Context: an optimization exercise on an open-source flow, tuned for small area, a short achievable clock period and few clock cycles. The choices shown serve that exercise and are no tape-out recipe.
Only simulation tests tie the RTL to the original design; equivalence was not proved.
No activity file was given, so power comes from the tool's default toggle rates.

==> flow/design.v <==
module Filter(
	input [7:0] up,
	input [7:0] left,
	input [7:0] center,
	input [7:0] right,
	input [7:0] down,
	output [8:0] out
    );
	wire [10:0] lap = {1'b0, center, 2'b00} - ({3'b0, up} + {3'b0, left} + {3'b0, right} + {3'b0, down});
	assign out = lap[10:2];
endmodule
module convolution(
	input clk,
	input [8:0] a,
	input [8:0] b,
	input restart,
	output reg [22:0] s,
	output reg [22:0] c
    );
	wire [22:0] sa = restart ? 23'h206000 : s;
	wire [22:0] ca = restart ? 23'h0 : c;
	wire t0;
	wire t1;
	wire t2;
	wire t3;
	wire t4;
	wire t5;
	wire t6;
	wire t7;
	wire t8;
	wire t9;
	wire t10;
	wire t11;
	wire t12;
	wire t13;
	wire t14;
	wire t15;
	wire t16;
	wire t17;
	wire t18;
	wire t19;
	wire t20;
	wire t21;
	wire t22;
	wire t23;
	wire t24;
	wire t25;
	wire t26;
	wire t27;
	wire t28;
	wire t29;
	wire t30;
	wire t31;
	wire t32;
	wire t33;
	wire t34;
	wire t35;
	wire t36;
	wire t37;
	wire t38;
	wire t39;
	wire t40;
	wire t41;
	wire t42;
	wire t43;
	wire t44;
	wire t45;
	wire t46;
	wire t47;
	wire t48;
	wire t49;
	wire t50;
	wire t51;
	wire t52;
	wire t53;
	wire t54;
	wire t55;
	wire t56;
	wire t57;
	wire t58;
	wire t59;
	wire t60;
	wire t61;
	wire t62;
	wire t63;
	wire t64;
	wire t65;
	wire t66;
	wire t67;
	wire t68;
	wire t69;
	wire t70;
	wire t71;
	wire t72;
	wire t73;
	wire t74;
	wire t75;
	wire t76;
	wire t77;
	wire t78;
	wire t79;
	wire t80;
	wire t81;
	wire t82;
	wire t83;
	wire t84;
	wire t85;
	wire t86;
	wire t87;
	wire t88;
	wire t89;
	wire t90;
	wire t91;
	wire t92;
	wire t93;
	wire t94;
	wire t95;
	wire t96;
	wire t97;
	wire t98;
	wire t99;
	wire t100;
	wire t101;
	wire t102;
	wire t103;
	wire t104;
	wire t105;
	wire t106;
	wire t107;
	wire t108;
	wire t109;
	wire t110;
	wire t111;
	wire t112;
	wire t113;
	wire t114;
	wire t115;
	wire t116;
	wire t117;
	wire t118;
	wire t119;
	wire t120;
	wire t121;
	wire t122;
	wire t123;
	wire t124;
	wire t125;
	wire t126;
	wire t127;
	wire t128;
	wire t129;
	wire t130;
	wire t131;
	wire t132;
	wire t133;
	wire t134;
	wire t135;
	wire t136;
	wire t137;
	wire t138;
	wire t139;
	wire t140;
	wire t141;
	wire t142;
	wire t143;
	wire t144;
	wire t145;
	wire t146;
	wire t147;
	wire t148;
	wire t149;
	wire t150;
	wire t151;
	wire t152;
	wire t153;
	wire t154;
	wire t155;
	wire t156;
	wire t157;
	wire t158;
	wire t159;
	wire t160;
	wire t161;
	wire t162;
	wire t163;
	wire t164;
	wire t165;
	wire t166;
	wire t167;
	wire t168;
	wire t169;
	wire t170;
	wire t171;
	wire t172;
	wire t173;
	wire t174;
	wire t175;
	wire t176;
	wire t177;
	wire t178;
	wire t179;
	wire t180;
	wire t181;
	wire t182;
	wire t183;
	wire t184;
	wire t185;
	wire t186;
	wire t187;
	wire t188;
	wire t189;
	assign t0 = (a[0] & b[7]) ^ (a[1] & b[6]);
	assign t1 = (a[0] & b[7]) & (a[1] & b[6]);
	assign t2 = (a[1] & b[7]) ^ (a[2] & b[6]) ^ (a[3] & b[5]);
	assign t3 = ((a[1] & b[7]) & (a[2] & b[6])) | ((a[1] & b[7]) & (a[3] & b[5])) | ((a[2] & b[6]) & (a[3] & b[5]));
	assign t4 = (a[4] & b[4]) ^ (a[5] & b[3]);
	assign t5 = (a[4] & b[4]) & (a[5] & b[3]);
	assign t6 = (a[2] & b[7]) ^ (a[3] & b[6]) ^ (a[4] & b[5]);
	assign t7 = ((a[2] & b[7]) & (a[3] & b[6])) | ((a[2] & b[7]) & (a[4] & b[5])) | ((a[3] & b[6]) & (a[4] & b[5]));
	assign t8 = (a[5] & b[4]) ^ (a[6] & b[3]);
	assign t9 = (a[5] & b[4]) & (a[6] & b[3]);
	assign t10 = (a[3] & b[7]) ^ (a[4] & b[6]) ^ (a[5] & b[5]);
	assign t11 = ((a[3] & b[7]) & (a[4] & b[6])) | ((a[3] & b[7]) & (a[5] & b[5])) | ((a[4] & b[6]) & (a[5] & b[5]));
	assign t12 = (a[0] & b[4]) ^ (a[1] & b[3]);
	assign t13 = (a[0] & b[4]) & (a[1] & b[3]);
	assign t14 = (a[0] & b[5]) ^ (a[1] & b[4]) ^ (a[2] & b[3]);
	assign t15 = ((a[0] & b[5]) & (a[1] & b[4])) | ((a[0] & b[5]) & (a[2] & b[3])) | ((a[1] & b[4]) & (a[2] & b[3]));
	assign t16 = (a[3] & b[2]) ^ (a[4] & b[1]);
	assign t17 = (a[3] & b[2]) & (a[4] & b[1]);
	assign t18 = (a[0] & b[6]) ^ (a[1] & b[5]) ^ (a[2] & b[4]);
	assign t19 = ((a[0] & b[6]) & (a[1] & b[5])) | ((a[0] & b[6]) & (a[2] & b[4])) | ((a[1] & b[5]) & (a[2] & b[4]));
	assign t20 = (a[3] & b[3]) ^ (a[4] & b[2]) ^ (a[5] & b[1]);
	assign t21 = ((a[3] & b[3]) & (a[4] & b[2])) | ((a[3] & b[3]) & (a[5] & b[1])) | ((a[4] & b[2]) & (a[5] & b[1]));
	assign t22 = (a[6] & b[0]) ^ sa[6];
	assign t23 = (a[6] & b[0]) & sa[6];
	assign t24 = t0 ^ (a[2] & b[5]) ^ (a[3] & b[4]);
	assign t25 = (t0 & (a[2] & b[5])) | (t0 & (a[3] & b[4])) | ((a[2] & b[5]) & (a[3] & b[4]));
	assign t26 = (a[4] & b[3]) ^ (a[5] & b[2]) ^ (a[6] & b[1]);
	assign t27 = ((a[4] & b[3]) & (a[5] & b[2])) | ((a[4] & b[3]) & (a[6] & b[1])) | ((a[5] & b[2]) & (a[6] & b[1]));
	assign t28 = (a[7] & b[0]) ^ sa[7] ^ ca[7];
	assign t29 = ((a[7] & b[0]) & sa[7]) | ((a[7] & b[0]) & ca[7]) | (sa[7] & ca[7]);
	assign t30 = t1 ^ t2 ^ t4;
	assign t31 = (t1 & t2) | (t1 & t4) | (t2 & t4);
	assign t32 = (a[6] & b[2]) ^ (a[7] & b[1]) ^ ~(a[0] & b[8]);
	assign t33 = ((a[6] & b[2]) & (a[7] & b[1])) | ((a[6] & b[2]) & ~(a[0] & b[8])) | ((a[7] & b[1]) & ~(a[0] & b[8]));
	assign t34 = ~(a[8] & b[0]) ^ sa[8] ^ ca[8];
	assign t35 = (~(a[8] & b[0]) & sa[8]) | (~(a[8] & b[0]) & ca[8]) | (sa[8] & ca[8]);
	assign t36 = t3 ^ t5 ^ t6;
	assign t37 = (t3 & t5) | (t3 & t6) | (t5 & t6);
	assign t38 = t8 ^ (a[7] & b[2]) ^ ~(a[1] & b[8]);
	assign t39 = (t8 & (a[7] & b[2])) | (t8 & ~(a[1] & b[8])) | ((a[7] & b[2]) & ~(a[1] & b[8]));
	assign t40 = ~(a[8] & b[1]) ^ sa[9] ^ ca[9];
	assign t41 = (~(a[8] & b[1]) & sa[9]) | (~(a[8] & b[1]) & ca[9]) | (sa[9] & ca[9]);
	assign t42 = t7 ^ t9 ^ t10;
	assign t43 = (t7 & t9) | (t7 & t10) | (t9 & t10);
	assign t44 = (a[6] & b[4]) ^ (a[7] & b[3]) ^ ~(a[2] & b[8]);
	assign t45 = ((a[6] & b[4]) & (a[7] & b[3])) | ((a[6] & b[4]) & ~(a[2] & b[8])) | ((a[7] & b[3]) & ~(a[2] & b[8]));
	assign t46 = ~(a[8] & b[2]) ^ sa[10] ^ ca[10];
	assign t47 = (~(a[8] & b[2]) & sa[10]) | (~(a[8] & b[2]) & ca[10]) | (sa[10] & ca[10]);
	assign t48 = t11 ^ (a[4] & b[7]) ^ (a[5] & b[6]);
	assign t49 = (t11 & (a[4] & b[7])) | (t11 & (a[5] & b[6])) | ((a[4] & b[7]) & (a[5] & b[6]));
	assign t50 = (a[6] & b[5]) ^ (a[7] & b[4]) ^ ~(a[3] & b[8]);
	assign t51 = ((a[6] & b[5]) & (a[7] & b[4])) | ((a[6] & b[5]) & ~(a[3] & b[8])) | ((a[7] & b[4]) & ~(a[3] & b[8]));
	assign t52 = ~(a[8] & b[3]) ^ sa[11] ^ ca[11];
	assign t53 = (~(a[8] & b[3]) & sa[11]) | (~(a[8] & b[3]) & ca[11]) | (sa[11] & ca[11]);
	assign t54 = (a[5] & b[7]) ^ (a[6] & b[6]) ^ (a[7] & b[5]);
	assign t55 = ((a[5] & b[7]) & (a[6] & b[6])) | ((a[5] & b[7]) & (a[7] & b[5])) | ((a[6] & b[6]) & (a[7] & b[5]));
	assign t56 = ~(a[4] & b[8]) ^ ~(a[8] & b[4]) ^ sa[12];
	assign t57 = (~(a[4] & b[8]) & ~(a[8] & b[4])) | (~(a[4] & b[8]) & sa[12]) | (~(a[8] & b[4]) & sa[12]);
	assign t58 = (a[6] & b[7]) ^ (a[7] & b[6]) ^ ~(a[5] & b[8]);
	assign t59 = ((a[6] & b[7]) & (a[7] & b[6])) | ((a[6] & b[7]) & ~(a[5] & b[8])) | ((a[7] & b[6]) & ~(a[5] & b[8]));
	assign t60 = (a[0] & b[2]) ^ (a[1] & b[1]);
	assign t61 = (a[0] & b[2]) & (a[1] & b[1]);
	assign t62 = (a[0] & b[3]) ^ (a[1] & b[2]) ^ (a[2] & b[1]);
	assign t63 = ((a[0] & b[3]) & (a[1] & b[2])) | ((a[0] & b[3]) & (a[2] & b[1])) | ((a[1] & b[2]) & (a[2] & b[1]));
	assign t64 = (a[3] & b[0]) ^ sa[3];
	assign t65 = (a[3] & b[0]) & sa[3];
	assign t66 = t12 ^ (a[2] & b[2]) ^ (a[3] & b[1]);
	assign t67 = (t12 & (a[2] & b[2])) | (t12 & (a[3] & b[1])) | ((a[2] & b[2]) & (a[3] & b[1]));
	assign t68 = (a[4] & b[0]) ^ sa[4] ^ ca[4];
	assign t69 = ((a[4] & b[0]) & sa[4]) | ((a[4] & b[0]) & ca[4]) | (sa[4] & ca[4]);
	assign t70 = t13 ^ t14 ^ t16;
	assign t71 = (t13 & t14) | (t13 & t16) | (t14 & t16);
	assign t72 = (a[5] & b[0]) ^ sa[5] ^ ca[5];
	assign t73 = ((a[5] & b[0]) & sa[5]) | ((a[5] & b[0]) & ca[5]) | (sa[5] & ca[5]);
	assign t74 = t15 ^ t17 ^ t18;
	assign t75 = (t15 & t17) | (t15 & t18) | (t17 & t18);
	assign t76 = t20 ^ t22 ^ ca[6];
	assign t77 = (t20 & t22) | (t20 & ca[6]) | (t22 & ca[6]);
	assign t78 = t19 ^ t21 ^ t23;
	assign t79 = (t19 & t21) | (t19 & t23) | (t21 & t23);
	assign t80 = t24 ^ t26 ^ t28;
	assign t81 = (t24 & t26) | (t24 & t28) | (t26 & t28);
	assign t82 = t25 ^ t27 ^ t29;
	assign t83 = (t25 & t27) | (t25 & t29) | (t27 & t29);
	assign t84 = t30 ^ t32 ^ t34;
	assign t85 = (t30 & t32) | (t30 & t34) | (t32 & t34);
	assign t86 = t31 ^ t33 ^ t35;
	assign t87 = (t31 & t33) | (t31 & t35) | (t33 & t35);
	assign t88 = t36 ^ t38 ^ t40;
	assign t89 = (t36 & t38) | (t36 & t40) | (t38 & t40);
	assign t90 = t37 ^ t39 ^ t41;
	assign t91 = (t37 & t39) | (t37 & t41) | (t39 & t41);
	assign t92 = t42 ^ t44 ^ t46;
	assign t93 = (t42 & t44) | (t42 & t46) | (t44 & t46);
	assign t94 = t43 ^ t45 ^ t47;
	assign t95 = (t43 & t45) | (t43 & t47) | (t45 & t47);
	assign t96 = t48 ^ t50 ^ t52;
	assign t97 = (t48 & t50) | (t48 & t52) | (t50 & t52);
	assign t98 = t49 ^ t51 ^ t53;
	assign t99 = (t49 & t51) | (t49 & t53) | (t51 & t53);
	assign t100 = t54 ^ t56 ^ ca[12];
	assign t101 = (t54 & t56) | (t54 & ca[12]) | (t56 & ca[12]);
	assign t102 = t55 ^ t57 ^ t58;
	assign t103 = (t55 & t57) | (t55 & t58) | (t57 & t58);
	assign t104 = ~(a[8] & b[5]) ^ sa[13] ^ ca[13];
	assign t105 = (~(a[8] & b[5]) & sa[13]) | (~(a[8] & b[5]) & ca[13]) | (sa[13] & ca[13]);
	assign t106 = t59 ^ (a[7] & b[7]) ^ ~(a[6] & b[8]);
	assign t107 = (t59 & (a[7] & b[7])) | (t59 & ~(a[6] & b[8])) | ((a[7] & b[7]) & ~(a[6] & b[8]));
	assign t108 = ~(a[8] & b[6]) ^ sa[14] ^ ca[14];
	assign t109 = (~(a[8] & b[6]) & sa[14]) | (~(a[8] & b[6]) & ca[14]) | (sa[14] & ca[14]);
	assign t110 = ~(a[7] & b[8]) ^ ~(a[8] & b[7]) ^ sa[15];
	assign t111 = (~(a[7] & b[8]) & ~(a[8] & b[7])) | (~(a[7] & b[8]) & sa[15]) | (~(a[8] & b[7]) & sa[15]);
	assign t112 = (a[0] & b[1]) ^ (a[1] & b[0]);
	assign t113 = (a[0] & b[1]) & (a[1] & b[0]);
	assign t114 = t60 ^ (a[2] & b[0]) ^ sa[2];
	assign t115 = (t60 & (a[2] & b[0])) | (t60 & sa[2]) | ((a[2] & b[0]) & sa[2]);
	assign t116 = t61 ^ t62 ^ t64;
	assign t117 = (t61 & t62) | (t61 & t64) | (t62 & t64);
	assign t118 = t63 ^ t65 ^ t66;
	assign t119 = (t63 & t65) | (t63 & t66) | (t65 & t66);
	assign t120 = t67 ^ t69 ^ t70;
	assign t121 = (t67 & t69) | (t67 & t70) | (t69 & t70);
	assign t122 = t71 ^ t73 ^ t74;
	assign t123 = (t71 & t73) | (t71 & t74) | (t73 & t74);
	assign t124 = t75 ^ t77 ^ t78;
	assign t125 = (t75 & t77) | (t75 & t78) | (t77 & t78);
	assign t126 = t79 ^ t81 ^ t82;
	assign t127 = (t79 & t81) | (t79 & t82) | (t81 & t82);
	assign t128 = t83 ^ t85 ^ t86;
	assign t129 = (t83 & t85) | (t83 & t86) | (t85 & t86);
	assign t130 = t87 ^ t89 ^ t90;
	assign t131 = (t87 & t89) | (t87 & t90) | (t89 & t90);
	assign t132 = t91 ^ t93 ^ t94;
	assign t133 = (t91 & t93) | (t91 & t94) | (t93 & t94);
	assign t134 = t95 ^ t97 ^ t98;
	assign t135 = (t95 & t97) | (t95 & t98) | (t97 & t98);
	assign t136 = t99 ^ t101 ^ t102;
	assign t137 = (t99 & t101) | (t99 & t102) | (t101 & t102);
	assign t138 = t103 ^ t105 ^ t106;
	assign t139 = (t103 & t105) | (t103 & t106) | (t105 & t106);
	assign t140 = t107 ^ t109 ^ t110;
	assign t141 = (t107 & t109) | (t107 & t110) | (t109 & t110);
	assign t142 = t111 ^ (a[8] & b[8]) ^ sa[16];
	assign t143 = (t111 & (a[8] & b[8])) | (t111 & sa[16]) | ((a[8] & b[8]) & sa[16]);
	assign t144 = (a[0] & b[0]) ^ sa[0];
	assign t145 = (a[0] & b[0]) & sa[0];
	assign t146 = t112 ^ sa[1] ^ ca[1];
	assign t147 = (t112 & sa[1]) | (t112 & ca[1]) | (sa[1] & ca[1]);
	assign t148 = t113 ^ t114 ^ ca[2];
	assign t149 = (t113 & t114) | (t113 & ca[2]) | (t114 & ca[2]);
	assign t150 = t115 ^ t116 ^ ca[3];
	assign t151 = (t115 & t116) | (t115 & ca[3]) | (t116 & ca[3]);
	assign t152 = t117 ^ t118 ^ t68;
	assign t153 = (t117 & t118) | (t117 & t68) | (t118 & t68);
	assign t154 = t119 ^ t120 ^ t72;
	assign t155 = (t119 & t120) | (t119 & t72) | (t120 & t72);
	assign t156 = t121 ^ t122 ^ t76;
	assign t157 = (t121 & t122) | (t121 & t76) | (t122 & t76);
	assign t158 = t123 ^ t124 ^ t80;
	assign t159 = (t123 & t124) | (t123 & t80) | (t124 & t80);
	assign t160 = t125 ^ t126 ^ t84;
	assign t161 = (t125 & t126) | (t125 & t84) | (t126 & t84);
	assign t162 = t127 ^ t128 ^ t88;
	assign t163 = (t127 & t128) | (t127 & t88) | (t128 & t88);
	assign t164 = t129 ^ t130 ^ t92;
	assign t165 = (t129 & t130) | (t129 & t92) | (t130 & t92);
	assign t166 = t131 ^ t132 ^ t96;
	assign t167 = (t131 & t132) | (t131 & t96) | (t132 & t96);
	assign t168 = t133 ^ t134 ^ t100;
	assign t169 = (t133 & t134) | (t133 & t100) | (t134 & t100);
	assign t170 = t135 ^ t136 ^ t104;
	assign t171 = (t135 & t136) | (t135 & t104) | (t136 & t104);
	assign t172 = t137 ^ t138 ^ t108;
	assign t173 = (t137 & t138) | (t137 & t108) | (t138 & t108);
	assign t174 = t139 ^ t140 ^ ca[15];
	assign t175 = (t139 & t140) | (t139 & ca[15]) | (t140 & ca[15]);
	assign t176 = t141 ^ t142 ^ ca[16];
	assign t177 = (t141 & t142) | (t141 & ca[16]) | (t142 & ca[16]);
	assign t178 = t143 ^ sa[17] ^ ca[17];
	assign t179 = (t143 & sa[17]) | (t143 & ca[17]) | (sa[17] & ca[17]);
	assign t180 = sa[18] ^ ca[18];
	assign t181 = sa[18] & ca[18];
	assign t182 = sa[19] ^ ca[19];
	assign t183 = sa[19] & ca[19];
	assign t184 = sa[20] ^ ca[20];
	assign t185 = sa[20] & ca[20];
	assign t186 = sa[21] ^ ca[21];
	assign t187 = sa[21] & ca[21];
	assign t188 = sa[22] ^ ca[22];
	assign t189 = sa[22] & ca[22];
	always @(posedge clk) begin
		s <= {t187, t185, t183, t181, t179, t177, t175, t173, t171, t169, t167, t165, t163, t161, t159, t157, t155, t153, t151, t149, t147, t145, t144};
		c <= {t188, t186, t184, t182, t180, t178, t176, t174, t172, t170, t168, t166, t164, t162, t160, t158, t156, t154, t152, t150, t148, t146, ca[0]};
	end
endmodule
module maxpool(
	input signed [22:0] in,
	output [20:0] out
    );
	wire ovf = (in[22:20] != 3'b000) && (in[22:20] != 3'b111);
	assign out = ovf ? (in[22] ? 21'h100000 : 21'h0fffff) : in[20:0];
endmodule
`timescale 1ns / 1ps
module Top_convolution(
	input clk,
	input rst,
	input start,
	input en,
	input [12:0] addr,
	output [20:0] out,
	output [20:0] max_pl,
	output reg done,
	output reg pat_en,
	output [9:0] pat_addr,
	input [7:0] pat_dout,
	output reg img_en,
	output [17:0] img_addr,
	input [7:0] img_dout,
	output reg pc_en,
	output reg pc_we,
	output [9:0] pc_addr,
	output [10:0] pc_din,
	input [10:0] pc_dout,
	output reg ic_en,
	output reg ic_we,
	output [17:0] ic_addr,
	output [10:0] ic_din,
	input [10:0] ic_dout,
	output pl_en,
	output pl_we,
	output [12:0] pl_addr,
	output [20:0] pl_din,
	input [20:0] pl_dout
    );
	localparam [2:0] S_IDLE = 0, S_FILT = 1, S_DRAIN = 2, S_CORR = 3, S_FIN = 4, S_DONE = 5;
	reg [2:0] state;
	reg [5:0] pc_a;
	reg [11:0] ic_a;
	reg pl_en_r, pl_we_r, pl_res;
	reg [12:0] pl_a;
	reg [8:0] fr_d;                  
	reg signed [20:0] cur_max, abs_max;
	assign pc_addr = {4'b0, pc_a};
	assign ic_addr = {6'b0, ic_a};
	assign pc_din = {fr_d[8], fr_d[8], fr_d};
	assign ic_din = {fr_d[8], fr_d[8], fr_d};
	assign pl_en = done ? en : pl_en_r;
	assign pl_addr = done ? addr : pl_a;
	assign pl_we = pl_we_r;
	assign pl_din = {cur_max[20:9], pl_res ? cur_max[8:0] : fr_d};
	assign out = pl_dout;
	assign max_pl = abs_max;
	reg fph;               
	reg [2:0] fb;          
	reg [5:0] fr;          
	reg [2:0] fk;          
	reg [10:0] ra;         
	reg [5:0] fbase;       
	assign pat_addr = ra[9:0];
	assign img_addr = {7'b0, ra};
	wire [5:0] f_hlast = fph ? 6'd43 : 6'd9;
	wire [2:0] f_blast = fph ? 3'd6 : 3'd1;
	wire [5:0] f_wm6 = fph ? 6'd34 : 6'd2;
	reg t1_v, t1_ph, t1_rok;
	reg [2:0] t1_k;
	reg [5:0] t1_base, t1_r;
	reg t2_wr, t2_ph;
	reg [5:0] t2_col, t2_row;
	reg [119:0] T;
	wire [7:0] pix = t1_ph ? img_dout : pat_dout;
	always @(posedge clk)
		T <= {T[111:0], pix};
	wire [8:0] fval;
	Filter lap (
		.up(T[119:112]),
		.left(T[71:64]),
		.center(T[63:56]),
		.right(T[55:48]),
		.down(T[7:0]),
		.out(fval)
	);
	reg [2:0] ci;          
	reg [2:0] cj;          
	reg [4:0] cx;          
	reg [5:0] cy;          
	reg gpass, flush;
	reg [1:0] pkind;       
	reg [5:0] cprev, yprev;
	wire [5:0] ccur = {1'b0, cx} + {3'b0, cj};
	wire [5:0] tailrow = yprev + 6'd8 + {3'b0, ci};
	wire ctail = ~ci[2];
	wire corr_issue = (state == S_CORR);
	reg [2:0] c1_i, c2_i;
	reg [4:1] c3_sel;                   
	reg [2:0] c1_l, c2_l, c3_l;         
	reg [1:0] c1_k, c2_k, c3_k;
	reg pend;              
	reg [5:0] blk;
	wire pl_wr_now = pend && !(corr_issue && ctail);
	reg [1:0] dcnt;
	always @(posedge clk) begin
		if (rst) begin
			state <= S_IDLE;
			done <= 0;
			pat_en <= 0; img_en <= 0;
			fph <= 0; fb <= 0; fr <= 0; fk <= 0; ra <= 0; fbase <= 0;
			ci <= 0; cj <= 0; cx <= 0; cy <= 0; gpass <= 0; flush <= 0; pkind <= 0;
			dcnt <= 0;
		end else begin
			case (state)
			S_IDLE: if (start) begin
				state <= S_FILT;
				pat_en <= 1;
				fph <= 0; fb <= 0; fr <= 0; fk <= 0; ra <= 0; fbase <= 0;
			end
			S_FILT: begin
				if (fk != 3'd6) begin
					fk <= fk + 3'd1;
					ra <= ra + 11'd1;
				end else begin
					fk <= 0;
					if (fr != f_hlast) begin
						fr <= fr + 6'd1;
						ra <= ra + {5'b0, f_wm6};
					end else begin
						fr <= 0;
						if (fb != f_blast) begin
							fb <= fb + 3'd1;
							fbase <= fbase + 6'd5;
							ra <= {5'b0, fbase + 6'd5};
						end else begin
							fb <= 0;
							fbase <= 0;
							ra <= 0;
							if (!fph) begin
								fph <= 1;
								pat_en <= 0; img_en <= 1;
							end else begin
								img_en <= 0;
								state <= S_DRAIN;
								dcnt <= 0;
							end
						end
					end
				end
			end
			S_DRAIN: begin
				dcnt <= dcnt + 2'd1;
				if (dcnt == 2'd2) begin
					state <= S_CORR;
					ci <= 0; cj <= 0; cx <= 0; cy <= 0;
					gpass <= 1; flush <= 0; pkind <= 0;
				end
			end
			S_CORR: begin
				if (flush && ci == 3'd4)
					state <= S_FIN;
				ci <= ci + 3'd1;
				if (ci == 3'd7) begin
					cprev <= ccur;
					yprev <= cy;
					if (cj != 3'd5)
						cj <= cj + 3'd1;
					else begin
						cj <= 0;
						if (gpass) begin
							gpass <= 0;
							pkind <= 2'd1;
						end else begin
							pkind <= 2'd2;
							if (cx != 5'd29)
								cx <= cx + 5'd1;
							else begin
								cx <= 0;
								if (cy != 6'd30)
									cy <= cy + 6'd5;
								else
									flush <= 1;
							end
						end
					end
				end
			end
			S_FIN: begin
				if (blk == 6'd42 && !pend && !pl_we_r)
					state <= S_DONE;
			end
			S_DONE: done <= 1;
			default: state <= S_IDLE;
			endcase
		end
	end
	wire [5:0] t1_col = t1_base + {3'b0, t1_k} - 6'd1;
	always @(posedge clk) begin
		t1_ph <= fph; t1_base <= fbase; t1_r <= fr; t1_k <= fk;
		t1_rok <= (fr >= 6'd2);
		t2_ph <= t1_ph; t2_col <= t1_col; t2_row <= t1_r - 6'd2;
		c1_i <= ci; c2_i <= c1_i;
		c3_sel <= {c2_i < 3'd4, c2_i < 3'd3, c2_i < 3'd2, c2_i < 3'd1};
		c1_k <= pkind; c2_k <= c1_k; c3_k <= c2_k;
		if (rst) begin
			t1_v <= 0; t2_wr <= 0;
			c1_l <= 3'd7; c2_l <= 3'd7; c3_l <= 3'd7;
			pc_en <= 0; pc_we <= 0; ic_en <= 0; ic_we <= 0;
			pl_en_r <= 0; pl_we_r <= 0; pl_res <= 0;
		end else begin
			t1_v <= (state == S_FILT);
			t2_wr <= t1_v && t1_rok && (t1_k != 3'd0) && (t1_k != 3'd6) && (t1_ph || t1_col < 6'd6);
			c1_l <= (corr_issue && cj == 3'd0 && ci <= 3'd4) ? ci : 3'd7;
			c2_l <= c1_l; c3_l <= c2_l;
			fr_d <= fval;
			pl_res <= corr_issue || state == S_FIN;
			if (t2_wr) begin
				pc_en <= !t2_ph; pc_we <= !t2_ph;
				ic_en <= t2_ph; ic_we <= t2_ph;
				pc_a <= {t2_col[2:0], t2_row[2:0]};
				ic_a <= {t2_col, t2_row};
			end else begin
				pc_en <= corr_issue; pc_we <= 0;
				ic_en <= corr_issue; ic_we <= 0;
				if (gpass) begin
					pc_a <= {2'b0, (cj != 3'd0 || ci != 3'd0), 3'b0};
					ic_a <= {5'b0, (cj != 3'd0 || ci != 3'd0), 6'b0};
				end else begin
					pc_a <= {cj, ci};
					ic_a <= {ccur, cy + {3'b0, ci}};
				end
			end
			if (t2_wr) begin
				pl_en_r <= t2_ph; pl_we_r <= t2_ph;
				pl_a <= {1'b1, t2_col, t2_row};
			end else if (corr_issue && ctail) begin
				pl_en_r <= 1; pl_we_r <= 0;
				pl_a <= {1'b1, cprev, tailrow};
			end else begin
				pl_en_r <= pl_wr_now; pl_we_r <= pl_wr_now;
				pl_a <= {7'b0, blk};
			end
		end
	end
	reg [8:0] icr, plr, pcr;
	reg [8:0] pch1, pch2, pch3, pch4;
	always @(posedge clk) begin
		icr <= ic_dout[8:0];
		plr <= pl_dout[8:0];
		pcr <= pc_dout[8:0];
		pch1 <= pcr; pch2 <= pch1; pch3 <= pch2; pch4 <= pch3;
	end
	wire [22:0] s0, s1, s2, s3, s4, k0, k1, k2, k3, k4;
	convolution lane0 (.clk(clk), .a(icr), .b(pcr), .restart(c3_l == 3'd0), .s(s0), .c(k0));
	convolution lane1 (.clk(clk), .a(c3_sel[1] ? plr : icr), .b(pch1), .restart(c3_l == 3'd1), .s(s1), .c(k1));
	convolution lane2 (.clk(clk), .a(c3_sel[2] ? plr : icr), .b(pch2), .restart(c3_l == 3'd2), .s(s2), .c(k2));
	convolution lane3 (.clk(clk), .a(c3_sel[3] ? plr : icr), .b(pch3), .restart(c3_l == 3'd3), .s(s3), .c(k3));
	convolution lane4 (.clk(clk), .a(c3_sel[4] ? plr : icr), .b(pch4), .restart(c3_l == 3'd4), .s(s4), .c(k4));
	reg [22:0] ssel, csel;
	always @(*) begin
		case (c3_l)
			3'd0: begin ssel = s0; csel = k0; end
			3'd1: begin ssel = s1; csel = k1; end
			3'd2: begin ssel = s2; csel = k2; end
			3'd3: begin ssel = s3; csel = k3; end
			default: begin ssel = s4; csel = k4; end
		endcase
	end
	reg [22:0] res;
	reg [2:0] r_l;
	reg [1:0] r_k;
	wire [20:0] satv;
	maxpool sat (.in(res), .out(satv));
	wire signed [20:0] sv = satv;
	reg [4:0] pcnt;
	wire r_blk = (r_k == 2'd2);
	wire r_abs = r_blk || (r_k == 2'd1 && r_l == 3'd0);
	wire signed [20:0] newmax = (pcnt == 5'd0 || sv > cur_max) ? sv : cur_max;
	always @(posedge clk) begin
		res <= ssel + csel;
		if (rst) begin
			r_l <= 3'd7; r_k <= 0;
			pcnt <= 0; abs_max <= 0; pend <= 0; blk <= 0;
		end else begin
			r_l <= c3_l; r_k <= (c3_l == 3'd7) ? 2'd0 : c3_k;
			if (r_blk) begin
				cur_max <= newmax;
				pcnt <= (pcnt == 5'd24) ? 5'd0 : pcnt + 5'd1;
			end
			if (r_blk && pcnt == 5'd24)
				pend <= 1;
			else if (pl_wr_now && !t2_wr)
				pend <= 0;
			if (pl_wr_now && !t2_wr)
				blk <= blk + 6'd1;
			if (r_abs && sv > abs_max)
				abs_max <= sv;
		end
	end
endmodule
==> flow/run.sh <==
#!/bin/bash
# synth_recipe.tcl (not shown) runs the flow's synth.tcl, then flattens the netlist and writes it again
# the make line also repeats each setting of config.mk as NAME=value (left out here)
make -C /OpenROAD-flow-scripts/flow DESIGN_CONFIG=/design/flow/config.mk WORK_HOME=/design/flow/orfs CLKGATE_MAP_FILE= SYNTH_SCRIPT=/design/flow/synth_recipe.tcl finish
==> flow/config.mk <==
export PLATFORM = sky130hd
export DESIGN_NAME = Top_convolution
export DESIGN_NICKNAME = Top_convolution
export VERILOG_FILES = /design/flow/design.v
export SDC_FILE = /design/flow/constraint.sdc
export NUM_CORES = 4
export LEC_CHECK = 0
export CAP_MARGIN = 20
export CORE_MARGIN = 2
export CORE_UTILIZATION = 70
export SLEW_MARGIN = 20
==> flow/constraint.sdc <==
create_clock -name core_clock -period 11.0 [get_ports {clk}]
set_input_delay 2.2000 -clock core_clock [delete_from_list [all_inputs] [get_ports {clk}]]
set_output_delay 2.2000 -clock core_clock [all_outputs]
set_load 0.01 [all_outputs]
==> results of run 1 <==
-- final cells by class --
class / count / area [um^2] / share of cell area (%)
Clock buffer: 98 / 2037 / 4.790
Antenna cell: 1 / 2.502 / 0.005884
Sequential cell: 665 / 14050 / 33.03
Timing Repair Buffer: 208 / 2039 / 4.796
Tap cell: 696 / 870.8 / 2.048
Clock inverter: 30 / 391.6 / 0.9209
Inverter: 467 / 1753 / 4.122
Multi-Input combinational cell: 2221 / 21390 / 50.29
-- per-stage QoR --
stage	utilization, %	instances	hold slack, ns	cell area, um^2
finish	79.03	4386	0.3109	42530
global route	79.02	4385	0.3248	42520
CTS	79.01	4385	0.3108	42520
detailed placement	74.49	4257	0.3121	40090
global placement	74.49	4257	0.3102	40090
floorplan	-	3526	0.3096	38150
-- worst max-delay path: stages --
cell and delay, ns:
clkdlybuf4s50_1 0.41, mux2_2 0.27, clkdlybuf4s50_1 0.50
-- power breakdown --
part	internal (mW)	leakage (nW)	switching (mW)
Sequential	3.17	5.64	0.415
Combinational	2.21	11.9	2.68
Clock	1.47	1.19	1.01
-- metal layers --
layer / share of wire [%] / GRT usage (%)
met1: 42 / 45.24
met2: 46 / 52.35
met3: 8.9 / 7.943
met4: 2.7 / 9.434
met5: 0.063 / 0
-- kinds of logic (layout without fill, tap and decap cells) --
kind of cell / after synthesis / count (layout) / synth area share, %
AO/OA/AOI/OAI: 290 / 290 / 4.868
XOR/XNOR: 79 / 79 / 1.816
adder cells (fa/ha/maj): 608 / 608 / 28.27
buffers and inverters: 640 / 803 / 7.170
flip-flops: 665 / 665 / 36.87
multiplexers: 182 / 182 / 6.579
other: 1 / 18 / 0.009844
AND/OR/NAND/NOR: 1045 / 1045 / 14.42
-- final timing paths --
path | from | endpoint | cells after the start
worst max register to register | c3_sel[2]$_DFF_P_ | lane2.c[11]$_DFF_P_ | 9
worst min-delay path | T[99]$_DFF_P_ | T[107]$_DFF_P_ | 0
worst max-delay path | addr[2] | pl_addr[2] | 3
worst min register to register | T[99]$_DFF_P_ | T[107]$_DFF_P_ | 0
-- state kept, by name, summed over array words and instances (netlist names), 11 cells and up --
name / count
cur_max: 21
T: 120
lane3.s: 23
lane0.c: 22
lane2.s: 23
lane3.c: 22
res: 23
lane1.s: 23
lane4.s: 23
lane0.s: 23
lane2.c: 22
pl_a: 13
ic_a: 12
lane4.c: 22
abs_max: 21
lane1.c: 22
ra: 11
-- layout by cell type, fill, tap and decap left out, drive strengths merged, types with 17 or more instances in the layout --
cell / instances
a21oi: 90
mux2: 97
xor2: 38
and2: 335
xnor2: 41
fa: 421
clkdlybuf4s50: 192
edfxtp: 73
inv: 470
a21o: 31
nor2b: 105
mux4: 44
dfxtp: 592
nor3: 27
conb: 17
nand2: 263
nand2b: 51
clkbuf: 98
ha: 187
nor2: 167
o21ai: 73
nand4: 22
mux2i: 41
-- cell usage after synthesis, drive strengths merged, types with 4 or more instances --
cell,number
nor3,27
o311ai,4
o21bai,4
nand2b,51
a211oi,6
o21ai,73
dfxtp,592
and2,335
nor2,167
nand2,263
or3,7
a31oi,12
xor2,38
edfxtp,73
ha,187
clkbuf,76
nor4,4
o21a,11
inv,466
o211ai,8
a22o,13
nand4,22
xnor2,41
and3,8
mux2i,41
a21oi,90
a22oi,4
a21o,31
a221oi,4
nand3,14
and4,5
mux2,97
mux4,44
nor2b,105
nand3b,7
fa,421
or2,13
buf,97
==> impl_metrics.env, run 1 <==
export IMPL_setup_ws_ns=5.423
export IMPL_vias=25220
export IMPL_die_height_um=237.3
export IMPL_synth_edf_count=73
export IMPL_drv_cap=0
export IMPL_finalNetCount=4318
export IMPL_clk_pin_slew_ns=0.06
export IMPL_postCtsSetupBuffers=0
export IMPL_power_mw=10.96
export IMPL_clkSinkCount=665
export IMPL_hold_viol_final=0
export IMPL_dominantRegCellSynth="dfxtp_1"
export IMPL_cts_htree_levels=3
export IMPL_finalSetupViolations=0
export IMPL_core_rowCount=85
export IMPL_cp_data_required_time_ns=8.80
export IMPL_drtIter0Drc=1847
export IMPL_crit_path_start_kind="primary input"
export IMPL_yosys_area_top_type="dfxtp_1"
export IMPL_reg2reg_slack_ns=6.43
export IMPL_path_max_fanout=1
export IMPL_viasPerCell=5.750
export IMPL_core_mm2=0.05381
export IMPL_numCtsBuffers=71
export IMPL_place_ws_ns=5.428
export IMPL_yosys_cell_types_count=84
export IMPL_ios=239
export IMPL_die_w_um=237.3
export IMPL_slew_violations=0
export IMPL_setup_tns_final_ns=0
export IMPL_worstMarginPinSlew_ns=1.138
export IMPL_cts_tree="built"
export IMPL_synth_top_area_share_pct=31.11
export IMPL_p_leak_nw=18.71
export IMPL_syn_area_mm2=0.03809
export IMPL_drive_gt1_share_pct=8.268
export IMPL_syn_mean_instance_area_um2=10.85
export IMPL_port_buffers=193
export IMPL_cts_root_buf="clkbuf_16"
export IMPL_grt_util_all_layers_pct=32.83
export IMPL_start_util_pct=70.79
export IMPL_drtAntennaViolNets=0
export IMPL_grt_overflow_total=0
export IMPL_fmax_ghz=0.1793
export IMPL_skew_ns=0.02158
export IMPL_gp_congestion=0.9782
export IMPL_ir_drop_v=0.0001632
export IMPL_synth_seq_cells=665
export IMPL_fin_crit_ns=5.577
export IMPL_yosysWarningCount=2
export IMPL_grt_max_degree=77
export IMPL_powerDensity_mw_per_mm2=257.8
export IMPL_clk_path_buf_depth=3
export IMPL_drt_wl_total_um=89160
export IMPL_rsz0062_at_grt="no"
export IMPL_worstSkewPairLatency_ns=0.62
export IMPL_cp_arrival_ns=3.38
export IMPL_firstDrtPassIters=5
export IMPL_area_growth_pct=11.64
export IMPL_critPathKind="in2out"
export IMPL_grt_pass1_wl_um=144200
export IMPL_wl_per_cell_um=20.33
export IMPL_hp_class="reg2reg"
export IMPL_synthTopCellsByArea="dfxtp_1 (31%), fa_1 (22%), ha_1 (6.1%), edfxtp_1 (5.8%), and2_1 (5.5%)"
export IMPL_die_area_mm2=0.05630
export IMPL_period_share_pct=50.70
export IMPL_async_flop_share_pct=0
export IMPL_end_kind="output pin"
export IMPL_status="finished clean"
export IMPL_syn_inst=3510
export IMPL_nFillCells=3406
export IMPL_grt_pass1_vias=26930
export IMPL_drcViolationCount=0
export IMPL_antenna_found_initial=6
export IMPL_cts_hold_buffers=0
export IMPL_hpwl_um=67100
export IMPL_maxSlewHeadroom_pct=21.99
export IMPL_ctsResizeCount=0
export IMPL_yosysSeqAreaShare_pct=36.87
Testbench counts, summed over its fixed seeds: cycles 298,584.
==> inputs of run 2 (changes only) <==
--- a/flow/config.mk
+++ b/flow/config.mk
@@ -7,5 +7,5 @@
 export LEC_CHECK = 0
 export CAP_MARGIN = 20
 export CORE_MARGIN = 2
-export CORE_UTILIZATION = 70
+export CORE_UTILIZATION = 40
 export SLEW_MARGIN = 20
==> run 2 against run 1 <==
  * Synthesized cell count did not move
  * Critical endpoint is now pl_addr[0]
  * Routed wire length fell by 0.25%
  * Sequential share of layout area decreased by 0.71 points
  * First-iteration DRC count decreased by 29%
  * Global-route usage is 14 points lower
==> impl_metrics.env, run 2 <==
export IMPL_post_synth_fa_ha_maj_area_fraction_pct=28.27
export IMPL_synth_top_family_by_area="adder cells"
export IMPL_grt_max_degree=61
export IMPL_antenna_found_initial=4
export IMPL_synth_compound_area_share_pct=4.868
export IMPL_path_buf_inv=2
export IMPL_core_mm2=0.09473
export IMPL_place_area_mm2=0.04085
export IMPL_die_height_um=312.6
export IMPL_cts_hold_buffers=0
export IMPL_hold_worst_slack_ns=0.3035
export IMPL_maxSlewHeadroom_pct=26.13
export IMPL_clk_pin_slew_ns=0.06
export IMPL_synth_simple_area_share_pct=14.42
export IMPL_hpwl_um=69430
export IMPL_stdcell_count=4966
export IMPL_ctsResizeCount=0
export IMPL_clkPwrFrac_pct=23.6
export IMPL_drcViolationCount=0
export IMPL_period_share_pct=50.52
export IMPL_fin_crit_ns=5.557
export IMPL_vias=23910
export IMPL_utilization_pct=45.89
export IMPL_syn_mean_instance_area_um2=10.85
export IMPL_finalSetupViolations=0
export IMPL_r2r_cells=9
export IMPL_slew_violations=0
export IMPL_wl_per_cell_um=17.91
export IMPL_cts_root_buf="clkbuf_16"
export IMPL_synth_edf_count=73
export IMPL_fmax_ghz=0.1800
export IMPL_grt_pass1_wl_um=145300
export IMPL_numCtsBuffers=75
export IMPL_cts_tree="built"
export IMPL_crit_top_cell="clkdlybuf4s50_1"
export IMPL_cts_htree_levels=3
export IMPL_hold_depth=0
export IMPL_cp_slowest_stage_delay_ns=0.48
export IMPL_drv_cap=0
export IMPL_sw_frac_of_total_pct=37.42
export IMPL_placed_cells=4830
export IMPL_hold_viol_final=0
export IMPL_p_leak_nw=18.82
export IMPL_drtIter0Drc=1312
export IMPL_crit_path_start_kind="primary input"
export IMPL_setup_tns_final_ns=0
export IMPL_clk_path_buf_depth=3
export IMPL_final_common_cell="dfxtp_1"
export IMPL_cp_data_required_time_ns=8.80
export IMPL_seqPwrFrac_pct=32.6
export IMPL_gr_usage_met3_pct=2.694
export IMPL_nFillCells=8796
export IMPL_synthTopCellsByArea="dfxtp_1 (31%), fa_1 (22%), ha_1 (6.1%), edfxtp_1 (5.8%), and2_1 (5.5%)"
export IMPL_rsz0062_at_grt="no"
export IMPL_synth_top_area_share_pct=31.11
export IMPL_yosysSeqAreaShare_pct=36.87
export IMPL_synth_commonest_cells="dfxtp_1 (592), inv_1 (466), fa_1 (421)"
export IMPL_setup_ws_ns=5.443
export IMPL_dominantRegCellSynth="dfxtp_1"
export IMPL_stdcell_area_mm2=0.04347
export IMPL_port_buffers=193
export IMPL_firstDrtPassIters=5
export IMPL_core_rowCount=113
export IMPL_postCtsSetupBuffers=0
export IMPL_min_delay_start="c1_k[1]$_DFF_P_"
export IMPL_die_w_um=312.6
export IMPL_gp_congestion=0.8911
export IMPL_critPathKind="in2out"
export IMPL_r2r_start="c3_sel[4]$_DFF_P_"
export IMPL_syn_area_mm2=0.03809
export IMPL_worstMarginPinSlew_ns=1.077
export IMPL_synthXorXnorAreaFrac_pct=1.816
export IMPL_regMostFlops="T"
export IMPL_ir_drop_v=0.0001153
export IMPL_ios=239
export IMPL_skew_ns=0.05231
export IMPL_p_switching_mw=4.083
export IMPL_power_mw=10.91
export IMPL_drive_gt1_share_pct=8.730
export IMPL_grt_overflow_total=0
export IMPL_die_area_mm2=0.09772
export IMPL_status="finished clean"
export IMPL_synth_area_mux_share_pct=6.579
export IMPL_grt_pass1_vias=25470
export IMPL_start_util_pct=40.21
export IMPL_powerDensity_mw_per_mm2=251.0
export IMPL_mostFrequentLayoutCells="dfxtp_1 (589), inv_1 (466), fa_1 (421)"
export IMPL_path_max_fanout=1
export IMPL_end_kind="output pin"
export IMPL_synth_most_common_cell="dfxtp_1"
export IMPL_crit_start="addr[0]"
export IMPL_async_flop_share_pct=0
export IMPL_viasPerCell=4.814
export IMPL_cp_slowest_cell="clkdlybuf4s50_1"
export IMPL_cp_top_family="buffers and inverters"
export IMPL_clkSinkCount=665
export IMPL_area_growth_pct=14.11
export IMPL_grt_util_all_layers_pct=18.94
export IMPL_synth_seq_cells=665
export IMPL_drtAntennaViolNets=0
export IMPL_largest_reg_flops=120
export IMPL_hp_class="reg2reg"
export IMPL_finalNetCount=4326
export IMPL_gr_max_usage_layer="met2"
export IMPL_intPower_mw=6.829
export IMPL_path_depth=3
export IMPL_drt_wl_total_um=88940
export IMPL_syn_inst=3510
export IMPL_grtUsageMet2_pct=30.96
export IMPL_cp_arrival_ns=3.36
export IMPL_yosysWarningCount=2
export IMPL_yosys_cell_types_count=84
export IMPL_use_met1_pct=26.36
export IMPL_place_ws_ns=5.434
export IMPL_p_comb_share_pct=43.8
export IMPL_yosys_area_top_type="dfxtp_1"
export IMPL_worstSkewPairLatency_ns=0.66
export IMPL_path_cells="clkdlybuf4s50_1, mux2_2, clkdlybuf4s50_1"
[run 2: cell counts after synthesis]
Identical to the previous run, type by type.
[run 2: layout make-up]
type	instances	area [um^2]	area share [%]
flip-flops and latches	665	14050	32.32
clock inverters	35	454.2	1.045
diodes	1	2.502	0.005757
inverters	467	1753	4.033
multi-input cells	2221	21390	49.21
clock buffers	100	2146	4.936
well taps	1265	1583	3.641
repair buffers	212	2090	4.807
[run 2: power by group through the flow]
stage / combinational [mW] / clock, mW / sequential [mW]
2_1_floorplan: 3.54 / 0 / 3.40
3_3_place_gp: 4.71 / 0 / 3.60
3_5_place_dp: 4.79 / 0 / 3.60
4_1_cts: 4.85 / 2.64 / 3.56
5_1_grt: 5.60 / 2.74 / 3.62
6_report: 4.78 / 2.57 / 3.56
[run 2: metal layers]
layer	vias up	wire [um]
li1	11380	-
met1	11960	40940
met2	456	41810
met3	108	4304
met4	0	1885
met5	-	0
[run 2: cell families after synthesis]
group,count (synthesis)
and+or+nand+nor,1045
muxes,182
AOI/OAI and AO/OA,290
xor gates and xnor gates,79
other,1
buffers and inverters,640
adders and majority gates,608
DFF,665
[run 2: final timing paths]
| check | to | slack [ns] |
|---|---|---|
| max reg2reg | lane4.c[11]$_DFF_P_ | 6.50 |
| min | c2_k[1]$_DFF_P_ | 0.30 |
| max | pl_addr[0] | 5.44 |
| min reg2reg | c2_k[1]$_DFF_P_ | 0.30 |
==> inputs of run 3 (changes only) <==
==> flow/flow/run.sh (new file) <==
#!/bin/bash
# Standard layout, with the port buffers made from buf_2 cells.
cp standard.sh standard_sh_copy.log
cp config.mk config_mk_copy.log
export BUFFER_PORTS_ARGS="-buffer_cell sky130_fd_sc_hd__buf_2"
bash standard.sh > standard.log 2>&1
==> flow/standard.sh (new file) <==
#!/bin/bash
# synth_recipe.tcl (not shown) runs the flow's synth.tcl, then flattens the netlist and writes it again
# the make line also repeats each setting of config.mk as NAME=value (left out here)
make -C /OpenROAD-flow-scripts/flow DESIGN_CONFIG=/design/flow/config.mk WORK_HOME=/design/flow/orfs CLKGATE_MAP_FILE= SYNTH_SCRIPT=/design/flow/synth_recipe.tcl "${@:-finish}"
removed: flow/run.sh
==> run 3 against run 2 <==
  * Utilization is 1.0 points lower
  * Clock power hardly changed
  * Highest routed layer is now met5
  * Via count is 0.38% higher
  * Sequential share of layout area is 0.74 points higher
  * Synthesized area stayed put
  * Critical endpoint is now pl_addr[6]
==> impl_metrics.env, run 3 <==
export IMPL_status="finished clean"
export IMPL_stdcell_count=4968
export IMPL_synth_commonest_cells="dfxtp_1 (592), inv_1 (466), fa_1 (421)"
export IMPL_drtAntennaViolNets=0
export IMPL_cts_root_buf="clkbuf_16"
export IMPL_worstSkewPairLatency_ns=0.65
export IMPL_cts_tree="built"
export IMPL_synth_top_family_by_area="adder cells"
export IMPL_synth_compound_area_share_pct=4.868
export IMPL_async_flop_share_pct=0
export IMPL_fin_crit_ns=4.891
export IMPL_dominantRegCellSynth="dfxtp_1"
export IMPL_hpwl_um=68470
export IMPL_skew_ns=0.03595
export IMPL_seqPwrFrac_pct=32.8
export IMPL_yosys_cell_types_count=84
export IMPL_grt_pass1_wl_um=143400
export IMPL_cp_data_required_time_ns=8.80
export IMPL_drt_wl_total_um=88520
export IMPL_hp_class="reg2reg"
export IMPL_rsz0062_at_grt="no"
export IMPL_stdcell_area_mm2=0.04250
export IMPL_synth_simple_area_share_pct=14.42
export IMPL_drv_cap=0
export IMPL_syn_inst=3510
export IMPL_period_share_pct=44.46
export IMPL_sw_frac_of_total_pct=37.90
export IMPL_cts_htree_levels=3
export IMPL_powerDensity_mw_per_mm2=255.7
export IMPL_mostFrequentLayoutCells="dfxtp_1 (589), inv_1 (466), fa_1 (421)"
export IMPL_gp_congestion=0.8953
export IMPL_port_buffers=193
export IMPL_place_area_mm2=0.03987
export IMPL_drcViolationCount=0
export IMPL_wl_per_cell_um=17.82
export IMPL_fmax_ghz=0.2045
export IMPL_post_synth_fa_ha_maj_area_fraction_pct=28.27
export IMPL_syn_mean_instance_area_um2=10.85
export IMPL_hold_viol_final=0
export IMPL_utilization_pct=44.86
export IMPL_finalSetupViolations=0
export IMPL_p_comb_share_pct=43.3
export IMPL_critPathKind="in2out"
export IMPL_ir_drop_v=0.0001483
export IMPL_finalNetCount=4326
export IMPL_drive_gt1_share_pct=13.99
export IMPL_end_kind="output pin"
export IMPL_synth_edf_count=73
export IMPL_yosys_area_top_type="dfxtp_1"
export IMPL_clkPwrFrac_pct=23.9
export IMPL_setup_tns_final_ns=0
export IMPL_area_growth_pct=11.57
export IMPL_p_leak_nw=18.93
export IMPL_yosysSeqAreaShare_pct=36.87
export IMPL_nFillCells=8913
export IMPL_drtIter0Drc=1336
export IMPL_regMostFlops="T"
export IMPL_placed_cells=4829
export IMPL_die_w_um=312.6
export IMPL_core_mm2=0.09473
export IMPL_cts_hold_buffers=0
export IMPL_grt_max_degree=75
export IMPL_core_rowCount=113
export IMPL_syn_area_mm2=0.03809
export IMPL_synthTopCellsByArea="dfxtp_1 (31%), fa_1 (22%), ha_1 (6.1%), edfxtp_1 (5.8%), and2_1 (5.5%)"
export IMPL_ios=239
export IMPL_crit_path_start_kind="primary input"
export IMPL_yosysWarningCount=2
export IMPL_slew_violations=0
export IMPL_synthXorXnorAreaFrac_pct=1.816
export IMPL_clkSinkCount=665
export IMPL_numCtsBuffers=76
export IMPL_p_switching_mw=4.119
export IMPL_synth_top_area_share_pct=31.11
export IMPL_path_max_fanout=1
export IMPL_cp_arrival_ns=2.69
export IMPL_synth_area_mux_share_pct=6.579
export IMPL_clk_path_buf_depth=3
export IMPL_diodes=0
export IMPL_largest_reg_flops=120
export IMPL_postCtsSetupBuffers=0
export IMPL_grt_overflow_total=0
export IMPL_antenna_found_initial=4
export IMPL_synth_most_common_cell="dfxtp_1"
export IMPL_viasPerCell=4.831
export IMPL_die_area_mm2=0.09772
export IMPL_grt_util_all_layers_pct=18.67
export IMPL_firstDrtPassIters=7
export IMPL_die_height_um=312.6
export IMPL_ctsResizeCount=0
export IMPL_start_util_pct=40.21
export IMPL_grt_pass1_vias=25420
export IMPL_vias=24000
export IMPL_maxSlewHeadroom_pct=22.67
export IMPL_final_common_cell="dfxtp_1"
export IMPL_intPower_mw=6.748
export IMPL_synth_seq_cells=665
export IMPL_clk_pin_slew_ns=0.06
export IMPL_worstMarginPinSlew_ns=1.128
-- run 3: cell counts after synthesis --
Identical to the previous run, type by type.
-- run 3: logic make-up (layout without fill, tap and decap cells) --
group           after synthesis  after routing
other cells                   1             17
simple gates               1045           1045
compound gates              290            290
mux                         182            182
fa+ha+maj                   608            608
xor+xnor                     79             79
flops                       665            665
buf+inv                     640            817
-- run 3: final cells by class --
type / instances / area, um^2 / share of cell area [%]
inverter: 467 / 1753 / 4.125
tap: 1265 / 1583 / 3.724
sequential: 665 / 14050 / 33.06
clock inverter: 35 / 412.9 / 0.9715
timing repair buffer: 211 / 1101 / 2.591
clock buffer: 104 / 2208 / 5.196
multi-input combinational: 2221 / 21390 / 50.33
-- run 3: final timing paths --
kind         cells past startpoint  slack, ns               to               start
min                              0       0.31  c2_i[0]$_DFF_P_     c1_i[0]$_DFF_P_
min reg2reg                      0       0.31  c2_i[0]$_DFF_P_     c1_i[0]$_DFF_P_
max                              3       6.11       pl_addr[6]             addr[6]
max reg2reg                     12       6.19  res[15]$_DFF_P_  c3_l[1]$_SDFF_PP1_
-- run 3: worst max-delay path, cell delays in order --
cell and delay, ns:
buf_2 0.10, mux2_2 0.25, buf_2 0.14
-- run 3: per-stage QoR --
stage	worst slack, ns	total power, mW	hold slack [ns]
final	6.109	10.87	0.3129
after global routing	6.044	11.89	0.3260
after CTS	6.109	11.00	0.3208
after detailed placement	6.113	8.329	0.3121
after global placement	6.122	8.210	0.3100
after floorplan	6.325	6.935	0.3096
-- run 3: power by group through the flow --
stage / logic, mW / clock network (mW) / registers, mW
after floorplan: 3.54 / 0 / 3.40
after global placement: 4.61 / 0 / 3.60
after detailed placement: 4.73 / 0 / 3.60
after CTS: 4.79 / 2.65 / 3.56
after global routing: 5.52 / 2.75 / 3.62
final: 4.71 / 2.59 / 3.56
-- run 3: metal layers --
| metal | global-route usage, % | up-vias | part of all wire (%) |
|---|---|---|---|
| met5 | 0 | - | 0.040 |
| met1 | 25.73 | 12010 | 46 |
| met4 | 5.502 | 6 | 2.5 |
| met2 | 30.34 | 491 | 47 |
| met3 | 3.026 | 128 | 4.8 |
| li1 | - | 11370 | - |
==> inputs of run 4 (changes only) <==
--- a/flow/design.v
+++ b/flow/design.v
@@ -462,7 +462,6 @@
 	assign out = pl_dout;
 	assign max_pl = abs_max;
 	reg fph;               
-	reg [2:0] fb;          
 	reg [5:0] fr;          
 	reg [2:0] fk;          
 	reg [10:0] ra;         
@@ -470,7 +469,7 @@
 	assign pat_addr = ra[9:0];
 	assign img_addr = {7'b0, ra};
 	wire [5:0] f_hlast = fph ? 6'd43 : 6'd9;
-	wire [2:0] f_blast = fph ? 3'd6 : 3'd1;
+	wire [5:0] f_blast = fph ? 6'd30 : 6'd5;
 	wire [5:0] f_wm6 = fph ? 6'd34 : 6'd2;
 	reg t1_v, t1_ph, t1_rok;
 	reg [2:0] t1_k;
@@ -503,7 +502,7 @@
 	wire corr_issue = (state == S_CORR);
 	reg [2:0] c1_i, c2_i;
 	reg [4:1] c3_sel;                   
-	reg [2:0] c1_l, c2_l, c3_l;         
+	reg [4:0] c1_l, c2_l, c3_l, c3_r;   
 	reg [1:0] c1_k, c2_k, c3_k;
 	reg pend;              
 	reg [5:0] blk;
@@ -514,7 +513,7 @@
 			state <= S_IDLE;
 			done <= 0;
 			pat_en <= 0; img_en <= 0;
-			fph <= 0; fb <= 0; fr <= 0; fk <= 0; ra <= 0; fbase <= 0;
+			fph <= 0; fr <= 0; fk <= 0; ra <= 0; fbase <= 0;
 			ci <= 0; cj <= 0; cx <= 0; cy <= 0; gpass <= 0; flush <= 0; pkind <= 0;
 			dcnt <= 0;
 		end else begin
@@ -522,7 +521,7 @@
 			S_IDLE: if (start) begin
 				state <= S_FILT;
 				pat_en <= 1;
-				fph <= 0; fb <= 0; fr <= 0; fk <= 0; ra <= 0; fbase <= 0;
+				fph <= 0; fr <= 0; fk <= 0; ra <= 0; fbase <= 0;
 			end
 			S_FILT: begin
 				if (fk != 3'd6) begin
@@ -535,12 +534,10 @@
 						ra <= ra + {5'b0, f_wm6};
 					end else begin
 						fr <= 0;
-						if (fb != f_blast) begin
-							fb <= fb + 3'd1;
+						if (fbase != f_blast) begin
 							fbase <= fbase + 6'd5;
 							ra <= {5'b0, fbase + 6'd5};
 						end else begin
-							fb <= 0;
 							fbase <= 0;
 							ra <= 0;
 							if (!fph) begin
@@ -611,14 +608,14 @@
 		c1_k <= pkind; c2_k <= c1_k; c3_k <= c2_k;
 		if (rst) begin
 			t1_v <= 0; t2_wr <= 0;
-			c1_l <= 3'd7; c2_l <= 3'd7; c3_l <= 3'd7;
+			c1_l <= 0; c2_l <= 0; c3_l <= 0; c3_r <= 0;
 			pc_en <= 0; pc_we <= 0; ic_en <= 0; ic_we <= 0;
 			pl_en_r <= 0; pl_we_r <= 0; pl_res <= 0;
 		end else begin
 			t1_v <= (state == S_FILT);
 			t2_wr <= t1_v && t1_rok && (t1_k != 3'd0) && (t1_k != 3'd6) && (t1_ph || t1_col < 6'd6);
-			c1_l <= (corr_issue && cj == 3'd0 && ci <= 3'd4) ? ci : 3'd7;
-			c2_l <= c1_l; c3_l <= c2_l;
+			c1_l <= (corr_issue && cj == 3'd0 && ci <= 3'd4) ? (5'd1 << ci) : 5'd0;
+			c2_l <= c1_l; c3_l <= c2_l; c3_r <= c2_l;
 			fr_d <= fval;
 			pl_res <= corr_issue || state == S_FIN;
 			if (t2_wr) begin
@@ -658,38 +655,32 @@
 		pch1 <= pcr; pch2 <= pch1; pch3 <= pch2; pch4 <= pch3;
 	end
 	wire [22:0] s0, s1, s2, s3, s4, k0, k1, k2, k3, k4;
-	convolution lane0 (.clk(clk), .a(icr), .b(pcr), .restart(c3_l == 3'd0), .s(s0), .c(k0));
-	convolution lane1 (.clk(clk), .a(c3_sel[1] ? plr : icr), .b(pch1), .restart(c3_l == 3'd1), .s(s1), .c(k1));
-	convolution lane2 (.clk(clk), .a(c3_sel[2] ? plr : icr), .b(pch2), .restart(c3_l == 3'd2), .s(s2), .c(k2));
-	convolution lane3 (.clk(clk), .a(c3_sel[3] ? plr : icr), .b(pch3), .restart(c3_l == 3'd3), .s(s3), .c(k3));
-	convolution lane4 (.clk(clk), .a(c3_sel[4] ? plr : icr), .b(pch4), .restart(c3_l == 3'd4), .s(s4), .c(k4));
-	reg [22:0] ssel, csel;
-	always @(*) begin
-		case (c3_l)
-			3'd0: begin ssel = s0; csel = k0; end
-			3'd1: begin ssel = s1; csel = k1; end
-			3'd2: begin ssel = s2; csel = k2; end
-			3'd3: begin ssel = s3; csel = k3; end
-			default: begin ssel = s4; csel = k4; end
-		endcase
-	end
+	convolution lane0 (.clk(clk), .a(icr), .b(pcr), .restart(c3_l[0]), .s(s0), .c(k0));
+	convolution lane1 (.clk(clk), .a(c3_sel[1] ? plr : icr), .b(pch1), .restart(c3_l[1]), .s(s1), .c(k1));
+	convolution lane2 (.clk(clk), .a(c3_sel[2] ? plr : icr), .b(pch2), .restart(c3_l[2]), .s(s2), .c(k2));
+	convolution lane3 (.clk(clk), .a(c3_sel[3] ? plr : icr), .b(pch3), .restart(c3_l[3]), .s(s3), .c(k3));
+	convolution lane4 (.clk(clk), .a(c3_sel[4] ? plr : icr), .b(pch4), .restart(c3_l[4]), .s(s4), .c(k4));
+	wire [22:0] ssel = ({23{c3_r[0]}} & s0) | ({23{c3_r[1]}} & s1) | ({23{c3_r[2]}} & s2) |
+	                   ({23{c3_r[3]}} & s3) | ({23{c3_r[4]}} & s4);
+	wire [22:0] csel = ({23{c3_r[0]}} & k0) | ({23{c3_r[1]}} & k1) | ({23{c3_r[2]}} & k2) |
+	                   ({23{c3_r[3]}} & k3) | ({23{c3_r[4]}} & k4);
 	reg [22:0] res;
-	reg [2:0] r_l;
+	reg r_l0;
 	reg [1:0] r_k;
 	wire [20:0] satv;
 	maxpool sat (.in(res), .out(satv));
 	wire signed [20:0] sv = satv;
 	reg [4:0] pcnt;
 	wire r_blk = (r_k == 2'd2);
-	wire r_abs = r_blk || (r_k == 2'd1 && r_l == 3'd0);
+	wire r_abs = r_blk || (r_k == 2'd1 && r_l0);
 	wire signed [20:0] newmax = (pcnt == 5'd0 || sv > cur_max) ? sv : cur_max;
 	always @(posedge clk) begin
 		res <= ssel + csel;
 		if (rst) begin
-			r_l <= 3'd7; r_k <= 0;
+			r_l0 <= 0; r_k <= 0;
 			pcnt <= 0; abs_max <= 0; pend <= 0; blk <= 0;
 		end else begin
-			r_l <= c3_l; r_k <= (c3_l == 3'd7) ? 2'd0 : c3_k;
+			r_l0 <= c3_r[0]; r_k <= (c3_r == 5'd0) ? 2'd0 : c3_k;
 			if (r_blk) begin
 				cur_max <= newmax;
 				pcnt <= (pcnt == 5'd24) ? 5'd0 : pcnt + 5'd1;
==> flow/flow/run.sh (replaced) <==
#!/bin/bash
# The standard layout (standard.sh), with the port buffers made from
# buf_2 cells instead of the buffer cell buffer_ports picks by default.
export BUFFER_PORTS_ARGS="-buffer_cell sky130_fd_sc_hd__buf_2"
bash standard.sh > standard.log 2>&1
==> run 4 against run 3 <==
  * Final cell count decreased by 0.20%
  * Critical path depth unchanged
  * Sequential share of layout area increased by 0.55 points
  * Clock skew decreased by 0.0025 ns
  * Fmax increased by 0.25%
  * Worst hold slack improved by 0.0043 ns
  * Power decreased by 16%
  * Combinational power decreased by 34%
  * Utilization increased by 0.13 points
  * First-iteration DRC count increased by 28%
  * Die area decreased by 1.6%
  * Sequential cell count increased by 1
  * Critical path type unchanged
  * Largest power group is now sequential cells
  * Highest routed layer unchanged
==> impl_metrics.env, run 4 <==
export IMPL_status="finished clean"
export IMPL_gp_congestion=0.8376
export IMPL_finalSetupViolations=0
export IMPL_ir_drop_v=0.0001153
export IMPL_start_util_pct=40.26
export IMPL_synth_seq_cells=666
export IMPL_hp_class="reg2reg"
export IMPL_drcViolationCount=0
export IMPL_place_area_mm2=0.03920
export IMPL_die_w_um=310.0
export IMPL_drive_gt1_share_pct=11.86
export IMPL_clk_path_buf_depth=3
export IMPL_clk_pin_slew_ns=0.06
export IMPL_critPathKind="in2out"
export IMPL_stdcell_area_mm2=0.04187
export IMPL_crit_path_start_kind="primary input"
export IMPL_p_leak_nw=19.22
export IMPL_end_kind="output pin"
export IMPL_grt_pass1_wl_um=144100
export IMPL_core_rowCount=112
export IMPL_syn_inst=3520
export IMPL_synth_most_common_cell="dfxtp_1"
export IMPL_syn_area_mm2=0.03746
export IMPL_rsz0062_at_grt="no"
export IMPL_vias=24140
export IMPL_hpwl_um=67510
export IMPL_synth_top_area_share_pct=31.69
export IMPL_regMostFlops="T"
export IMPL_cp_data_required_time_ns=8.80
export IMPL_cp_arrival_ns=2.68
export IMPL_skew_ns=0.03341
export IMPL_postCtsSetupBuffers=0
export IMPL_place_ws_ns=6.118
export IMPL_yosys_cell_types_count=75
export IMPL_grt_overflow_total=0
export IMPL_ctsResizeCount=0
export IMPL_syn_mean_instance_area_um2=10.64
export IMPL_sw_frac_of_total_pct=34.68
export IMPL_path_max_fanout=1
export IMPL_cts_tree="built"
export IMPL_worstSkewPairLatency_ns=0.66
export IMPL_placed_cells=4813
export IMPL_cts_hold_buffers=0
export IMPL_worstMarginPinSlew_ns=1.080
export IMPL_core_mm2=0.09305
export IMPL_slew_violations=0
export IMPL_clkPwrFrac_pct=28.6
export IMPL_mostFrequentLayoutCells="dfxtp_1 (588), inv_1 (448), fa_1 (421)"
export IMPL_firstDrtPassIters=8
export IMPL_yosys_area_top_type="dfxtp_1"
export IMPL_dominantRegCellSynth="dfxtp_1"
export IMPL_area_growth_pct=11.77
export IMPL_die_height_um=310.0
export IMPL_async_flop_share_pct=0
export IMPL_p_switching_mw=3.183
export IMPL_cts_root_buf="clkbuf_16"
export IMPL_drt_wl_total_um=90500
export IMPL_antenna_found_initial=4
export IMPL_viasPerCell=4.869
export IMPL_intPower_mw=5.996
export IMPL_numCtsBuffers=78
export IMPL_clkSinkCount=666
export IMPL_hold_viol_final=0
export IMPL_powerDensity_mw_per_mm2=219.2
export IMPL_setup_ws_ns=6.122
export IMPL_grt_util_all_layers_pct=19.47
export IMPL_grt_pass1_vias=25130
export IMPL_yosysSeqAreaShare_pct=37.54
export IMPL_drtIter0Drc=1710
export IMPL_grt_max_degree=80
export IMPL_fin_crit_ns=4.878
export IMPL_drtAntennaViolNets=0
export IMPL_setup_tns_final_ns=0
export IMPL_period_share_pct=44.35
export IMPL_largest_reg_flops=120
export IMPL_finalNetCount=4323
export IMPL_maxSlewHeadroom_pct=25.92
export IMPL_synth_edf_count=73
export IMPL_wl_per_cell_um=18.25
export IMPL_p_comb_share_pct=34.0
export IMPL_die_area_mm2=0.09611
export IMPL_nFillCells=8834
export IMPL_ios=239
export IMPL_fmax_ghz=0.2050
export IMPL_final_common_cell="dfxtp_1"
export IMPL_drv_cap=0
export IMPL_stdcell_count=4958
export IMPL_synthTopCellsByArea="dfxtp_1 (32%), fa_1 (22%), ha_1 (6.2%), edfxtp_1 (5.9%), inv_1 (4.5%)"
export IMPL_seqPwrFrac_pct=37.4
export IMPL_synth_commonest_cells="dfxtp_1 (593), inv_1 (449), fa_1 (421)"
export IMPL_port_buffers=193
export IMPL_yosysWarningCount=2
export IMPL_cts_htree_levels=3
[run 4: cell types whose count changed after synthesis, moves of 11 or more]
cell,before,now
nand2b_1,51,72
inv_1,466,449
buf_2,15,4
clkbuf_1,76,96
and2_1,335,176
a222oi_1,0,46
mux4_2,44,0
mux2_2,97,56
a22oi_1,4,51
nor2b_1,105,268
[run 4: cells by family after synthesis]
kind of cell / after synthesis / share of synthesized area [%]
AO/OA/AOI/OAI: 360 / 6.774
XOR/XNOR: 82 / 1.917
adder cells (fa/ha/maj): 607 / 28.71
buffers and inverters: 637 / 7.188
flip-flops: 666 / 37.54
multiplexers: 97 / 2.789
other: 1 / 0.01001
AND/OR/NAND/NOR: 1070 / 15.06
[run 4: layout make-up]
class                           instances  area (um^2)  share of cell area, %
Clock buffer                          109         2293                  5.478
Clock inverter                         34        350.3                 0.8368
Multi-Input combinational cell       2233        20780                  49.63
Tap cell                             1254         1569                  3.748
Timing Repair Buffer                  212         1116                  2.666
Antenna cell                            1        2.502               0.005977
Inverter                              449         1685                  4.025
Sequential cell                       666        14070                  33.61
[run 4: power by group through the flow]
stage / Combinational (mW) / Sequential (mW) / Clock [mW]
final: 3.12 / 3.43 / 2.63
after global routing: 3.79 / 3.48 / 2.80
after CTS: 3.19 / 3.43 / 2.70
after detailed placement: 3.14 / 3.47 / 0
after global placement: 3.05 / 3.47 / 0
after floorplan: 2.37 / 3.29 / 0
[run 4: per-stage QoR]
| step | utilization (%) | hold WS (ns) | power, mW |
|---|---|---|---|
| after detailed placement | 42.13 | 0.3121 | 6.608 |
| after global routing | 45.00 | 0.3261 | 10.07 |
| after floorplan | - | 0.3096 | 5.661 |
| after CTS | 44.97 | 0.3263 | 9.320 |
| final | 45.00 | 0.3173 | 9.179 |
| after global placement | 42.13 | 0.3097 | 6.519 |
[run 4: metal layers]
| layer | vias up | part of all wire, % | GRT usage (%) |
|---|---|---|---|
| met1 | 12020 | 45 | 26.33 |
| li1 | 11430 | - | - |
| met2 | 569 | 47 | 31.44 |
| met3 | 121 | 6.0 | 3.835 |
| met4 | 2 | 2.5 | 6.145 |
| met5 | - | 0.018 | 0 |
[run 4: final timing paths]
path	end	slack (ns)	depth (start not counted)	start
worst max-delay path	pl_addr[8]	6.12	3	addr[8]
worst min-delay path	c2_i[0]$_DFF_P_	0.32	0	c1_i[0]$_DFF_P_
worst max register to register	lane3.c[11]$_DFF_P_	6.63	9	c3_sel[3]$_DFF_P_
worst min register to register	c2_i[0]$_DFF_P_	0.32	0	c1_i[0]$_DFF_P_
[run 4: worst max-delay path: stages]
cell	delay (ns)
buf_2	0.09
mux2_2	0.25
buf_2	0.14
Testbench counts of run 4, summed over its fixed seeds: cycles 298,584.

Re-timed with assumed drivers on the ports (clkbuf_16 on the clock, buf_2 on other inputs), run 4 has 6.099 ns of setup slack against 6.122 ns with ideal ports, and 6.099 ns once port delays also move by the mid clock arrival of 0.708 ns.
